Background: an optimization exercise with open tools, aiming at small area. Do not read the settings as production practice. Where RTL was checked, it was by simulation tests only, not by an equivalence proof against the original. Power figures rest on the tool's default switching activity, not on a simulated workload.

Setup of rev 12:
// avalonBus
module avalonBus
(
	input wire clk,
	input wire n_rst,
	input wire slave_read,
	input wire slave_write,
	input wire [31:0] slave_writedata,
	input wire [31:0] slave_addr,
	output reg [31:0] slave_readdata,
	input wire [31:0] master_readdata,
	output reg master_read,
	output reg master_write,
	output reg [31:0] master_addr,
	output reg [31:0] master_writedata,
	output reg sobel_complete
);
For scale: roughly 2100 cells after synthesis, ~470 flip-flops, roughly 200 I/O pins.
Settings: LEC_CHECK=0, CAP_MARGIN=0, CORE_MARGIN=2, CORE_UTILIZATION=40, PLACE_DENSITY=0.6, SLEW_MARGIN=0; clock period 12.0 ns.
standard.sh (not shown) runs the stock make flow with config.mk's settings and CLKGATE_MAP_FILE= SYNTH_SCRIPT=/design/flow/synth_recipe.tcl, a recipe that flattens the netlist after the stock synthesis.
==> flow/flow/run.sh <==
#!/bin/bash
# The standard layout (standard.sh, standard synthesis unchanged), with:
#  - port buffers made from the smallest buffer cell (buf_1);
#  - a clock tree of clkbuf_4 in clusters of at most 10 sinks, without dummy loads;
#  - the synthesized tie cell kept as one cell (no per-load tie cells).
# make's full output goes to standard_flow.log; ORFS keeps each step's log under orfs/logs.
set -euo pipefail
bash standard.sh "BUFFER_PORTS_ARGS=-buffer_cell sky130_fd_sc_hd__buf_1" \
  "CTS_ARGS=-sink_clustering_enable -repair_clock_nets -dont_use_dummy_load -buf_list sky130_fd_sc_hd__clkbuf_4 -sink_clustering_size 10 -sink_clustering_max_diameter 40" \
  SKIP_REPAIR_TIE_FANOUT=1 finish > standard_flow.log 2>&1
Input-level comparison between rev 13 and rev 12:
--- a/flow/design.v
+++ b/flow/design.v
@@ -148,109 +148,109 @@
 wire m_wr = (m_state == M_WRITE) || (m_state == M_WD);
 always_comb begin
 	master_read = (m_state == M_READ) || (m_state == M_RD1);
 	master_write = m_wr;
 	master_addr = m_rd ? calc_address : (m_wr ? write_addr : 32'd0);
 	master_writedata = m_wr ? out_pixel : 32'd0;
 end
 localparam [4:0] W_IDLE = 5'd0, W_CALC1 = 5'd1, W_CALC2 = 5'd2, W_CALC3 = 5'd3, W_INCDEC = 5'd4,
 	W_NR1 = 5'd5, W_NR2 = 5'd6, W_INCROW = 5'd7, W_DONE = 5'd8,
 	W_DONE1 = 5'd17, W_DONE2 = 5'd18, W_DONE3 = 5'd19, W_DONEINCDEC = 5'd20,
 	W_DONEN1 = 5'd21, W_DONEN2 = 5'd22, W_DONEINCROW = 5'd23, W_ENDDONE = 5'd24;
 reg [4:0] w_state;
-reg [7:0] col_cnt;
-reg [8:0] row_cnt;
+reg [8:0] col3;
+reg [12:0] row15;
 reg [1:0] matrix_cnt;
 reg [31:0] calc_q;
 reg w_edge;
 reg w_incdec;
 reg w_adp;
 reg get_addr;
 wire w_is_done = w_state[4];
 assign addr_done = w_is_done || ((w_state == W_IDLE) && w_adp);
 assign image_done = (w_state == W_ENDDONE) || (w_state == W_DONE);
 reg next_edge;
 always_comb begin
 	next_edge = w_edge;
 	if (w_state == W_IDLE && nx_pixel_en && w_edge) next_edge = 1'b0;
 	if (w_state == W_INCDEC && !w_adp) begin
-		if (!w_incdec && col_cnt == 8'd159) next_edge = 1'b1;
-		if (w_incdec && col_cnt == 8'd0) next_edge = 1'b1;
+		if (!w_incdec && col3 == 9'd477) next_edge = 1'b1;
+		if (w_incdec && col3 == 9'd0) next_edge = 1'b1;
 	end
 end
 wire trig = nx_pixel_en || get_addr;
 wire upd = !w_adp && (((w_state == W_CALC1 || w_state == W_NR1) && trig) ||
 	((w_state == W_CALC2 || w_state == W_CALC3 || w_state == W_NR2) && nx_pixel_en));
 wire m0 = (matrix_cnt == 2'd0);
 wire first = (w_state == W_CALC1) && m0;
 wire big = m0 && (w_state == W_CALC2 || w_state == W_CALC3 || w_state == W_NR1);
-wire [31:0] row15 = add32({19'd0, row_cnt, 4'd0}, ~{23'd0, row_cnt}, 1'b1);
-wire [31:0] col3 = add32({23'd0, col_cnt, 1'b0}, {24'd0, col_cnt}, 1'b0);
-wire [31:0] offs_w = add32({14'd0, row15[12:0], 5'd0}, {22'd0, col3[9:0]}, 1'b0);
+wire [31:0] offs_w = add32({14'd0, row15, 5'd0}, {23'd0, col3}, 1'b0);
+wire [31:0] col3_step = add32({23'd0, col3}, w_incdec ? 32'hFFFFFFFD : 32'd3, 1'b0);
+wire [31:0] row15_inc = add32({19'd0, row15}, 32'd15, 1'b0);
 wire [17:0] offs = offs_w[17:0];
 wire [17:0] incv = big ? ((w_state == W_NR1 && w_incdec) ? 18'd475 : 18'd478) : 18'd1;
 wire [31:0] add_a = first ? startpixel : calc_q;
 wire [17:0] add_b = first ? offs : incv;
 wire [31:0] add_s;   
 assign calc_address = calc_q;
 always_ff @(posedge clk) if (upd) calc_q <= add_s;
 always_ff @(posedge clk, negedge n_rst) begin
 	if (!n_rst) begin
 		w_state <= W_IDLE;
-		col_cnt <= 8'd0;
-		row_cnt <= 9'd0;
+		col3 <= 9'd0;
+		row15 <= 13'd0;
 		matrix_cnt <= 2'd0;
 		w_edge <= 1'b0;
 		w_incdec <= 1'b0;
 		w_adp <= 1'b0;
 		get_addr <= 1'b0;
 	end else begin
 		w_adp <= addr_done;
 		w_edge <= next_edge;
 		if (upd) begin
 			matrix_cnt <= (matrix_cnt == 2'd2) ? 2'd0 : matrix_cnt + 2'd1;
 		end
 		case (w_state)
 		W_IDLE: begin
 			if (nx_pixel_en) begin
 				w_state <= w_edge ? W_NR1 : W_CALC1;
 				get_addr <= 1'b1;
 			end else get_addr <= 1'b0;
 		end
 		W_CALC1: if (upd) begin
 			get_addr <= 1'b0;
 			w_state <= (matrix_cnt == 2'd2) ? W_DONE2 : W_DONE1;
 		end
 		W_CALC2: if (upd) w_state <= (matrix_cnt == 2'd2) ? W_DONE3 : W_DONE2;
 		W_CALC3: if (upd) begin
-			if (row_cnt == 9'd477 && col_cnt == 8'd0 && matrix_cnt == 2'd2) w_state <= W_ENDDONE;
+			if (row15 == 13'd7155 && col3 == 9'd0 && matrix_cnt == 2'd2) w_state <= W_ENDDONE;
 			else w_state <= (matrix_cnt == 2'd2) ? W_DONEINCDEC : W_DONE3;
 		end
 		W_NR1: if (upd) begin
 			get_addr <= 1'b0;
 			w_state <= (matrix_cnt == 2'd2) ? W_DONEN2 : W_DONEN1;
 		end
 		W_NR2: if (upd) w_state <= (matrix_cnt == 2'd2) ? W_DONEINCROW : W_DONEN2;
 		W_INCDEC: if (!w_adp) begin
 			w_state <= W_IDLE;
 			if (!w_incdec) begin
-				if (col_cnt == 8'd159) begin col_cnt <= 8'd157; w_incdec <= 1'b1; end
-				else col_cnt <= col_cnt + 8'd1;
+				if (col3 == 9'd477) begin col3 <= 9'd471; w_incdec <= 1'b1; end
+				else col3 <= col3_step[8:0];
 			end else begin
-				if (col_cnt == 8'd0) begin col_cnt <= 8'd2; w_incdec <= 1'b0; end
-				else col_cnt <= col_cnt - 8'd1;
+				if (col3 == 9'd0) begin col3 <= 9'd6; w_incdec <= 1'b0; end
+				else col3 <= col3_step[8:0];
 			end
 		end
 		W_INCROW: if (!w_adp) begin
-			row_cnt <= row_cnt + 9'd1;
+			row15 <= row15_inc[12:0];
 			w_state <= W_IDLE;
 		end
 		default: w_state[4] <= 1'b0;
 		endcase
 	end
 end
 reg [1:0] word_ph;        
 reg [7:0] carry;          
 reg [2:0] g_cnt;          
 assign gray_en = store_en && (word_ph == 2'd2);
 assign gray_done = (g_cnt == 3'd5);
 wire [31:0] rw = master_readdata;
- Area of all placed cells without fillers, rev 12 and rev 13, lower one = rev 13.
- Of rev 13 and rev 12, it is rev 13 that has the lower clock network fraction of design power.
- Number of buffers outside the clock class in the layout (higher): rev 12
- Between rev 13 and rev 12, the power consumption does not differ in any meaningful way.
- Cell count is lower on rev 13
- Worst hold-check slack ended up 42 ps lower on rev 13 than on rev 12.
- The routed length on met2 on rev 12 is in line with that on rev 13.
Function not checked in rev 13: the RTL went through the layout flow alone.

Setup of run G:
avalonBus, a different RTL version from the one above (not shown whole).
Size in the first run: ~2100 cells after synthesis, roughly 470 flip-flops, roughly 200 I/O pins, about 26000 um^2 of cells after synthesis.
export LEC_CHECK = 0
export CAP_MARGIN = 0
export CORE_MARGIN = 2
export CORE_UTILIZATION = 40
export PLACE_DENSITY = 0.6
export SLEW_MARGIN = 0
create_clock -name core_clock -period 12.0 [get_ports {clk}]
==> flow/flow/run.sh <==
#!/bin/bash
# The standard layout (standard.sh, standard synthesis unchanged), with:
#  - port buffers made from the smallest buffer cell (buf_1);
#  - a clock tree of clkbuf_4 in clusters of at most 10 sinks, without dummy loads.
# make's full output goes to standard_flow.log; ORFS keeps each step's log under orfs/logs.
set -euo pipefail
bash standard.sh "BUFFER_PORTS_ARGS=-buffer_cell sky130_fd_sc_hd__buf_1" \
  "CTS_ARGS=-sink_clustering_enable -repair_clock_nets -dont_use_dummy_load -buf_list sky130_fd_sc_hd__clkbuf_4 -sink_clustering_size 10 -sink_clustering_max_diameter 40" \
  finish > standard_flow.log 2>&1
Changes in run R relative to run G:
--- a/flow/design.v
+++ b/flow/design.v
@@ -182,23 +182,23 @@
 	((w_state == W_CALC2 || w_state == W_CALC3 || w_state == W_NR2) && nx_pixel_en));
 wire m0 = (matrix_cnt == 2'd0);
 wire first = (w_state == W_CALC1) && m0;
 wire big = m0 && (w_state == W_CALC2 || w_state == W_CALC3 || w_state == W_NR1);
 wire [31:0] row15 = add32({19'd0, row_cnt, 4'd0}, ~{23'd0, row_cnt}, 1'b1);
 wire [31:0] col3 = add32({23'd0, col_cnt, 1'b0}, {24'd0, col_cnt}, 1'b0);
 wire [31:0] offs_w = add32({14'd0, row15[12:0], 5'd0}, {22'd0, col3[9:0]}, 1'b0);
 wire [17:0] offs = offs_w[17:0];
 wire [17:0] incv = big ? ((w_state == W_NR1 && w_incdec) ? 18'd475 : 18'd478) : 18'd1;
 wire [31:0] add_a = first ? startpixel : calc_q;
 wire [17:0] add_b = first ? offs : incv;
-wire [31:0] add_s = add32(add_a, {14'd0, add_b}, 1'b0);
+wire [31:0] add_s;   
 assign calc_address = calc_q;
 always_ff @(posedge clk) if (upd) calc_q <= add_s;
 always_ff @(posedge clk, negedge n_rst) begin
 	if (!n_rst) begin
 		w_state <= W_IDLE;
 		col_cnt <= 8'd0;
 		row_cnt <= 9'd0;
 		matrix_cnt <= 2'd0;
 		w_edge <= 1'b0;
 		w_incdec <= 1'b0;
 		w_adp <= 1'b0;
@@ -476,24 +476,27 @@
 reg [4:0] ccnt;
 reg [8:0] rcnt;
 reg [31:0] curr_addr;
 wire full = (buffcnt == 6'd32);
 wire nextcol = (ccnt == 5'd19);
 wire odd = rcnt[0];
 wire [31:0] r5 = add32({21'd0, rcnt, 2'b00}, {23'd0, rcnt}, 1'b0);
 wire [31:0] evw = add32({20'd0, r5[11:0]}, {27'd0, ccnt}, 1'b0);
 wire [31:0] odw = add32(32'd5, ~{27'd0, ccnt}, 1'b1);
 wire [29:0] ob = odd ? odw[29:0] : {18'd0, evw[11:0]};
 wire [31:0] oa = odd ? curr_addr : endpixel;
-wire [31:0] osw = add32({2'b00, oa[31:2]}, {2'b00, ob}, 1'b0);
-wire [31:0] oadd_s = {osw[29:0], oa[1:0]};
+wire [31:0] sh_a = upd ? add_a : oa;
+wire [31:0] sh_b = upd ? {14'd0, add_b} : {ob, 2'b00};
+wire [31:0] sh_s = add32(sh_a, sh_b, 1'b0);
+assign add_s = sh_s;
+wire [31:0] oadd_s = sh_s;
 assign out_full = (o_state == O_FULL);
 assign out_empty = (o_state == O_WRITE);
 always_ff @(posedge clk, negedge n_rst) begin
 	if (!n_rst) begin
 		o_state <= O_IDLE;
 		buffcnt <= 6'd0;
 		ccnt <= 5'd0;
 		rcnt <= 9'd0;
 	end else begin
 		case (o_state)
 		O_IDLE: begin
Notes after the runs:
Run R -> run G: flip-flop and latch area flat
Per the comparison of run R with run G, cell area saw little to no change; total of cells resized after clock tree synthesis +18; post-route worst setup slack fell by 0.18 ns; top achievable clock speed down 1.5%; cell area reported after detailed placement lower.
Every stage of the flow completed for run R, and the final layout passed the timing, design-rule and antenna checks.
For run G, only the layout was checked, not whether the RTL still works.

[what the ideal ports hide]
The results above use ideal ports. As a check the final layouts listed here were re-extracted and re-timed, cells and wires unchanged. Step 1 sets driving cells, clkbuf_16 on the clock port and buf_2 on the other inputs (assumed; they add their load-dependent delay and slew). Step 2 also shifts input and output timing later by t, the mid clock arrival at the registers, as if the neighbouring blocks saw the same clock. Three values: ideal, step 1, step 2; two values: the first two.
run	t (ns)	setup WS [ns]	hold WS [ns]
rev 12	0.859	0.251 / 0.251 / 0.251	0.423 / 0.423 / 0.423
rev 13	0.856	0.377 / 0.377 / 0.377	0.382 / 0.382 / 0.382
run G	0.843	0.457 / 0.457 / 0.457	0.401 / 0.401 / 0.401
run R	0.853	0.277 / 0.277 / 0.277	0.411 / 0.411 / 0.411
After both steps setup and hold are still met in every run listed.
